Context: an optimization exercise on an open-source flow, tuned for small area. The choices shown serve that exercise and are no tape-out recipe. The RTL was checked by simulation tests, not by an equivalence proof against the original design.

Setup of before:
==> module TRIPLE, before the edit <==
module TRIPLE (input [7:0] x, output [9:0] t);
  wire [2:0] a = {1'b0, x[1:0]} + {1'b0, x[0], 1'b0};
  wire [2:0] b = {1'b0, x[3:2]} + {1'b0, x[2:1]} + {2'b0, a[2]};
  wire [2:0] c = {1'b0, x[5:4]} + {1'b0, x[4:3]} + {2'b0, b[2]};
  wire [3:0] d = {2'b0, x[7:6]} + {1'b0, x[7:5]} + {3'b0, c[2]};
  assign t = {d, c[1:0], b[1:0], a[1:0]};
endmodule
==> flow/config.mk <==
export PLATFORM = sky130hd
export DESIGN_NAME = FullyConnectedLayer
export DESIGN_NICKNAME = FullyConnectedLayer
export VERILOG_FILES = /design/flow/design.v
export SDC_FILE = /design/flow/constraint.sdc
export NUM_CORES = 4
export LEC_CHECK = 0
export CAP_MARGIN = 20
export CORE_MARGIN = 2
export CORE_UTILIZATION = 45
export SLEW_MARGIN = 20
export SYNTH_HIERARCHICAL = 1
==> flow/constraint.sdc <==
create_clock -name core_clock -period 12.0 [get_ports {clk}]
set_input_delay 2.4000 -clock core_clock [delete_from_list [all_inputs] [get_ports {clk}]]
set_output_delay 2.4000 -clock core_clock [all_outputs]
set_load 0.01 [all_outputs]
standard.sh (not shown) runs the stock make flow with config.mk's settings and CLKGATE_MAP_FILE= SYNTH_SCRIPT=/design/flow/synth_recipe.tcl, a recipe that flattens the netlist after the stock synthesis.
==> flow/flow/run.sh <==
#!/bin/bash
# Own layout flow: the standard flow (standard.sh), with two changes:
#  1. after the standard synthesis, combinational cells that synthesis mapped at a
#     higher drive strength are put back to the smallest drive strength of the
#     same function (the later timing repair sizes up whatever needs it);
#  2. the port buffers that placement adds use the smallest buffer cell.
set -euo pipefail
R=orfs/results/sky130hd/FullyConnectedLayer/base
PORTBUF="BUFFER_PORTS_ARGS=-buffer_cell sky130_fd_sc_hd__buf_1"
bash standard.sh "$PORTBUF" synth > flow_synth.log 2>&1
python3 flow/downsize.py $R/1_2_yosys.v > flow_downsize.log 2>&1
rm -f $R/1_synth.odb $R/1_synth.sdc
bash standard.sh "$PORTBUF" finish > flow_finish.log 2>&1
==> flow/flow/downsize.py <==
"""Rewrite a mapped sky130hd netlist in place: each combinational cell whose type has a
smaller drive strength of the same function (same pins) is changed to the smallest one.
Flip-flops, buffers, inverters, clock cells and tie cells are left alone."""
import re
import sys

path = sys.argv[1]
src = open(path).read()
SMALLEST = {
    'a21boi': '0', 'a21oi': '1', 'a21o': '1', 'a22oi': '1', 'a22o': '1', 'a211oi': '1',
    'a211o': '1', 'a31oi': '1', 'a31o': '1', 'a311oi': '1', 'a311o': '1', 'a41oi': '1',
    'and2': '0', 'and3': '1', 'and4': '1', 'nand2': '1', 'nand3': '1', 'nand4': '1',
    'nand2b': '1', 'nand3b': '1', 'nor2': '1', 'nor3': '1', 'nor4': '1', 'nor2b': '1',
    'nor3b': '1', 'nor4b': '1', 'o21ai': '0', 'o21a': '1', 'o21bai': '1', 'o211ai': '1',
    'o211a': '1', 'o22ai': '1', 'o22a': '1', 'o31ai': '1', 'o31a': '1', 'o311a': '1',
    'o311ai': '0', 'or2': '0', 'or3': '1', 'or4': '1', 'xor2': '1', 'xnor2': '1',
    'xnor3': '1', 'xor3': '1', 'mux2i': '1', 'mux2': '1', 'maj3': '1', 'fa': '1', 'ha': '1',
    'a2111oi': '0', 'a221oi': '1', 'a222oi': '1',
}
count = {}


def repl(m):
    base, size = m.group(1), m.group(2)
    if base in SMALLEST and size != SMALLEST[base]:
        count[m.group(0)] = count.get(m.group(0), 0) + 1
        return 'sky130_fd_sc_hd__%s_%s ' % (base, SMALLEST[base])
    return m.group(0)


out = re.sub(r'\bsky130_fd_sc_hd__([a-z0-9]+)_(\d+) ', repl, src)
open(path, 'w').write(out)
for k, v in sorted(count.items()):
    print(v, k)
Input changes introduced in after (baseline for comparison: before):
diff --git a/flow/design.v b/flow/design.v
--- a/flow/design.v
+++ b/flow/design.v
@@ -8839,10 +8839,8 @@
   wire [3:0] hi = a[7:4] + b[7:4] + {3'b0, lo[4]};
   assign s = ~{hi, lo[3:0]};
 endmodule
 module TRIPLE (input [7:0] x, output [9:0] t);
-  wire [2:0] a = {1'b0, x[1:0]} + {1'b0, x[0], 1'b0};
-  wire [2:0] b = {1'b0, x[3:2]} + {1'b0, x[2:1]} + {2'b0, a[2]};
-  wire [2:0] c = {1'b0, x[5:4]} + {1'b0, x[4:3]} + {2'b0, b[2]};
-  wire [3:0] d = {2'b0, x[7:6]} + {1'b0, x[7:5]} + {3'b0, c[2]};
-  assign t = {d, c[1:0], b[1:0], a[1:0]};
+  wire [4:0] lo = {1'b0, x[3:0]} + {1'b0, x[2:0], 1'b0};
+  wire [5:0] hi = {2'b0, x[7:4]} + {1'b0, x[7:3]} + {5'b0, lo[4]};
+  assign t = {hi, lo[3:0]};
 endmodule
## What came out
- Comparing before and after, number of core rows is lower on before.
- On sum of net half-perimeters after detailed placement: between before and after, it ends up lower for before.
- As far as total DRC errors in the routed layout goes, after and before are indistinguishable; the numbers are identical.
- Compared with before, after improves final setup slack of the worst path.
- Taking before as the reference point, the total number of multi-input combinational cells of after rises by 96.
- Total detailed-routing wirelength delta (after − before): unfavourable
- after vs. before: synthesized instance count moved up, number of search-and-repair iterations in the first detailed-routing pass lost 3, width of the die now larger.

static timing again, ports no longer ideal:
How much do the figures lean on ideal ports? The routed layouts below were timed once more, with nothing changed but the port constraints.
Step 1 sets driving cells, clkbuf_16 on the clock port and buf_2 on the other inputs (assumed; they add their load-dependent delay and slew).
Step 2, shift: input delay + t, output delay - t, t = (earliest + latest rising clock arrival at the registers) / 2. This alone moves slack from input paths to output paths.
Slacks: no drivers / after step 1 / after step 2; pairs: no drivers / after step 1.
| run | shift t [ns] | slack for setup (ns) | worst hold slack (ns) | slew at the worst register clock pin (ns) | pins driven straight from the clock port |
|---|---|---|---|---|---|
| before | 0.442 | 0.422 / 0.472 / 0.030 | 2.149 / 2.101 / 2.543 | 0.07 / 0.07 | 1 |
| after | 0.455 | 0.899 / 0.956 / 0.501 | 2.161 / 2.102 / 2.557 | 0.11 / 0.11 | 1 |
After both steps setup and hold are still met in every run listed. For after, which loses most, drivers alone change the setup slack by +0.057 ns; drivers and shift together by -0.398 ns.
